This design comes from an exercise in tuning for small area and a short achievable clock period on the open sky130 flow, not from production work.
RTL that was checked went through simulation tests only; none was proved equivalent to the original.
Power figures rest on the tool's default switching activity, not on a simulated workload.

==> module alu16_top, before the edit <==
module alu16_top (
    input clk,
    input [5:0] alufn,
    input [15:0] a,
    input [15:0] b,
    output reg [15:0] y
  );
  wire [55:0] cs;
  alu_3 alu (.alufn(alufn), .a(a), .b(b), .cs(cs));
  wire [1:0] grp = alufn[5:4];
  reg [55:0] cs_q;
  reg sel_sum_q, sel_rev_q, force_q, ltd_q;
  always @(posedge clk) begin
    cs_q <= cs;
    sel_sum_q <= ~grp[1] | (~grp[0] & ~alufn[0]);    
    sel_rev_q <= (grp == 2'b10) & alufn[0];           
    force_q <= (grp == 2'b11) & ((alufn[1] & (a == b)) | (alufn[2] & a[15] & ~b[15]));
    ltd_q <= (grp == 2'b11) & alufn[2] & ~(a[15] ^ b[15]);
  end
  wire s47, c48;
  ha1 u_s47 (.a(cs_q[22]), .b(cs_q[23]), .s(s47), .co(c48));
  wire s49, c50;
  ha1 u_s49 (.a(cs_q[27]), .b(cs_q[28]), .s(s49), .co(c50));
  wire s51, c52;
  ha1 u_s51 (.a(cs_q[31]), .b(cs_q[32]), .s(s51), .co(c52));
  wire s53, c54;
  fa1 u_s53 (.a(cs_q[35]), .b(cs_q[36]), .ci(cs_q[37]), .s(s53), .co(c54));
  wire s55, c56;
  ha1 u_s55 (.a(cs_q[38]), .b(cs_q[39]), .s(s55), .co(c56));
  wire s57, c58;
  fa1 u_s57 (.a(cs_q[41]), .b(cs_q[42]), .ci(cs_q[43]), .s(s57), .co(c58));
  wire s59, c60;
  ha1 u_s59 (.a(cs_q[44]), .b(cs_q[45]), .s(s59), .co(c60));
  wire s61, c62;
  fa1 u_s61 (.a(cs_q[46]), .b(cs_q[47]), .ci(cs_q[48]), .s(s61), .co(c62));
  wire s63, c64;
  ha1 u_s63 (.a(cs_q[49]), .b(cs_q[50]), .s(s63), .co(c64));
  wire s65, c66;
  ha1 u_s65 (.a(cs_q[12]), .b(cs_q[13]), .s(s65), .co(c66));
  wire s67, c68;
  ha1 u_s67 (.a(cs_q[16]), .b(cs_q[17]), .s(s67), .co(c68));
  wire s69, c70;
  ha1 u_s69 (.a(cs_q[19]), .b(cs_q[20]), .s(s69), .co(c70));
  wire s71, c72;
  fa1 u_s71 (.a(cs_q[24]), .b(cs_q[25]), .ci(cs_q[26]), .s(s71), .co(c72));
  wire s73, c74;
  fa1 u_s73 (.a(cs_q[29]), .b(cs_q[30]), .ci(c48), .s(s73), .co(c74));
  wire s75, c76;
  fa1 u_s75 (.a(cs_q[33]), .b(cs_q[34]), .ci(c50), .s(s75), .co(c76));
  wire s77, c78;
  fa1 u_s77 (.a(cs_q[40]), .b(c52), .ci(s55), .s(s77), .co(c78));
  wire s79, c80;
  fa1 u_s79 (.a(c56), .b(s59), .ci(c54), .s(s79), .co(c80));
  wire s81, c82;
  fa1 u_s81 (.a(c60), .b(s63), .ci(c58), .s(s81), .co(c82));
  wire s83, c84;
  ha1 u_s83 (.a(cs_q[1]), .b(cs_q[2]), .s(s83), .co(c84));
  wire s85, c86;
  ha1 u_s85 (.a(cs_q[5]), .b(cs_q[6]), .s(s85), .co(c86));
  wire s87, c88;
  ha1 u_s87 (.a(cs_q[8]), .b(cs_q[9]), .s(s87), .co(c88));
  wire s89, c90;
  ha1 u_s89 (.a(cs_q[10]), .b(cs_q[11]), .s(s89), .co(c90));
  wire s91, c92;
  fa1 u_s91 (.a(cs_q[14]), .b(cs_q[15]), .ci(s65), .s(s91), .co(c92));
  wire s93, c94;
  fa1 u_s93 (.a(cs_q[18]), .b(c66), .ci(s67), .s(s93), .co(c94));
  wire s95, c96;
  fa1 u_s95 (.a(cs_q[21]), .b(c68), .ci(s69), .s(s95), .co(c96));
  wire s97, c98;
  fa1 u_s97 (.a(s47), .b(c70), .ci(s71), .s(s97), .co(c98));
  wire s99, c100;
  fa1 u_s99 (.a(s49), .b(c72), .ci(s73), .s(s99), .co(c100));
  wire s101, c102;
  fa1 u_s101 (.a(s51), .b(c74), .ci(s75), .s(s101), .co(c102));
  wire s103, c104;
  fa1 u_s103 (.a(s53), .b(c76), .ci(s77), .s(s103), .co(c104));
  wire s105, c106;
  fa1 u_s105 (.a(s57), .b(c78), .ci(s79), .s(s105), .co(c106));
  wire s107, c108;
  fa1 u_s107 (.a(s61), .b(c80), .ci(s81), .s(s107), .co(c108));
  wire p109 = cs_q[51] ^ cs_q[52];
  wire p110 = cs_q[53] ^ cs_q[54];
  wire p111 = cs_q[55] ^ p109;
  wire p112 = p110 ^ c64;
  wire p113 = p111 ^ c62;
  wire p114 = p112 ^ p113;
  wire p115 = p114 ^ c82;
  wire p116 = p115 ^ c108;
  wire [15:0] sx = {p116, c106, c104, c102, c100, c98, c96, c94, c92, c90, c88, c86, cs_q[7], cs_q[4], cs_q[3], cs_q[0]};
  wire [15:0] sy = {1'b0, s107, s105, s103, s101, s99, s97, s95, s93, s91, s89, s87, s85, c84, s83, 1'b0};
  wire [15:0] sum;
  adder16_7 add (.x(sx), .y(sy), .sum(sum));
  wire cmp;
  compare16_10 comp (.force1(force_q), .ltd(ltd_q), .d15(sum[15]), .out(cmp));
  wire [15:0] rv;
  assign rv[15] = cs_q[0];
  assign rv[14] = cs_q[1] | cs_q[2] | cs_q[3];
  assign rv[13] = cs_q[4];
  assign rv[12] = cs_q[5] | cs_q[6] | cs_q[7];
  assign rv[11] = cs_q[8] | cs_q[9];
  assign rv[10] = cs_q[10] | cs_q[11];
  assign rv[9] = cs_q[12] | cs_q[13] | cs_q[14] | cs_q[15];
  assign rv[8] = cs_q[16] | cs_q[17] | cs_q[18];
  assign rv[7] = cs_q[19] | cs_q[20] | cs_q[21];
  assign rv[6] = cs_q[22] | cs_q[23] | cs_q[24] | cs_q[25] | cs_q[26];
  assign rv[5] = cs_q[27] | cs_q[28] | cs_q[29] | cs_q[30];
  assign rv[4] = cs_q[31] | cs_q[32] | cs_q[33] | cs_q[34];
  assign rv[3] = cs_q[35] | cs_q[36] | cs_q[37] | cs_q[38] | cs_q[39] | cs_q[40];
  assign rv[2] = cs_q[41] | cs_q[42] | cs_q[43] | cs_q[44] | cs_q[45];
  assign rv[1] = cs_q[46] | cs_q[47] | cs_q[48] | cs_q[49] | cs_q[50];
  assign rv[0] = cs_q[51] | cs_q[52] | cs_q[53] | cs_q[54] | cs_q[55];
  wire [15:0] res = ({16{sel_sum_q}} & sum) | ({16{sel_rev_q}} & rv) |
                    {15'd0, cmp};
  always @(posedge clk) begin
    y <= res;
  end
endmodule
Settings: LEC_CHECK=0, CAP_MARGIN=0, CORE_MARGIN=2, CORE_UTILIZATION=55, CTS_BUF_LIST=sky130_fd_sc_hd__clkbuf_4 sky130_fd_sc_hd__clkbuf_8, SETUP_SLACK_MARGIN=3.0, SLEW_MARGIN=0, BUFFER_PORTS_ARGS=-buffer_cell sky130_fd_sc_hd__buf_1; clock period 6.5 ns.
standard.sh (not shown) runs the stock make flow with config.mk's settings and CLKGATE_MAP_FILE= SYNTH_SCRIPT=/design/flow/synth_recipe.tcl, a recipe that flattens the netlist after the stock synthesis.
==> flow/flow/run.sh <==
#!/bin/bash
# Standard layout (the standard.sh) with two changes to its settings:
# half-adder cells are kept out of synthesis (abc maps half adders to plain
# gates), and the port buffers are the smallest buffer cell.  The tools'
# output goes to standard.log here.
set -e
cat >> "$FLOW_CONFIG" <<'EOC'
export DONT_USE_CELLS += sky130_fd_sc_hd__ha_1 sky130_fd_sc_hd__ha_2 sky130_fd_sc_hd__ha_4
export BUFFER_PORTS_ARGS = -buffer_cell sky130_fd_sc_hd__buf_1
EOC
bash standard.sh > standard.log 2>&1
Rerun with:
--- a/flow/design.v
+++ b/flow/design.v
@@ -290,24 +290,12 @@
   adder16_7 add (.x(sx), .y(sy), .sum(sum));
   wire cmp;
   compare16_10 comp (.force1(force_q), .ltd(ltd_q), .d15(sum[15]), .out(cmp));
   wire [15:0] rv;
-  assign rv[15] = cs_q[0];
-  assign rv[14] = cs_q[1] | cs_q[2] | cs_q[3];
-  assign rv[13] = cs_q[4];
-  assign rv[12] = cs_q[5] | cs_q[6] | cs_q[7];
-  assign rv[11] = cs_q[8] | cs_q[9];
-  assign rv[10] = cs_q[10] | cs_q[11];
-  assign rv[9] = cs_q[12] | cs_q[13] | cs_q[14] | cs_q[15];
-  assign rv[8] = cs_q[16] | cs_q[17] | cs_q[18];
-  assign rv[7] = cs_q[19] | cs_q[20] | cs_q[21];
-  assign rv[6] = cs_q[22] | cs_q[23] | cs_q[24] | cs_q[25] | cs_q[26];
-  assign rv[5] = cs_q[27] | cs_q[28] | cs_q[29] | cs_q[30];
-  assign rv[4] = cs_q[31] | cs_q[32] | cs_q[33] | cs_q[34];
-  assign rv[3] = cs_q[35] | cs_q[36] | cs_q[37] | cs_q[38] | cs_q[39] | cs_q[40];
-  assign rv[2] = cs_q[41] | cs_q[42] | cs_q[43] | cs_q[44] | cs_q[45];
-  assign rv[1] = cs_q[46] | cs_q[47] | cs_q[48] | cs_q[49] | cs_q[50];
-  assign rv[0] = cs_q[51] | cs_q[52] | cs_q[53] | cs_q[54] | cs_q[55];
+  genvar ri;
+  generate for (ri = 0; ri < 16; ri = ri + 1) begin : g_rev
+    assign rv[ri] = sum[15 - ri];
+  end endgenerate
   wire [15:0] res = ({16{sel_sum_q}} & sum) | ({16{sel_rev_q}} & rv) |
                     {15'd0, cmp};
   always @(posedge clk) begin
     y <= res;
Effect: The new run finished with timing, DRC and antenna clean. Worst setup slack degrades by 0.032 ns. Sequential power shrinks by about 2%. Sequential cell count stays the same. Synthesized cell count stays the same. Power grows by about 3.7%. Clock skew stays flat. Die area grows by about 2%.
Function not checked in the second run of this note: the RTL went through the layout flow alone.

-- re-timing with driven ports --
The flow's constraints put no driver on any port. The routed layouts listed below were extracted and timed again, unchanged, in two steps. Step 1 sets driving cells, clkbuf_16 on the clock port and buf_2 on the other inputs (assumed; they add their load-dependent delay and slew). Step 2 adds t to the input delays and takes it off the output delays; t is the mean of the earliest and latest rising clock arrival at the registers after step 1. Input paths then give back, and output paths get back, about the clock's delay inside the block. Slacks: ideal / step 1 / step 2; pairs: ideal / step 1.
run	shift t [ns]	setup WS [ns]	worst slew at a driven data input, ns
the first run	0.384	3.043 / 3.052 / 2.669	0.03
the second run	0.393	3.011 / 3.019 / 2.627	0.04
After both steps every run listed still meets setup and hold. The setup slack of the second run, which loses most, moves by +0.008 ns with the drivers and by -0.384 ns with both steps.
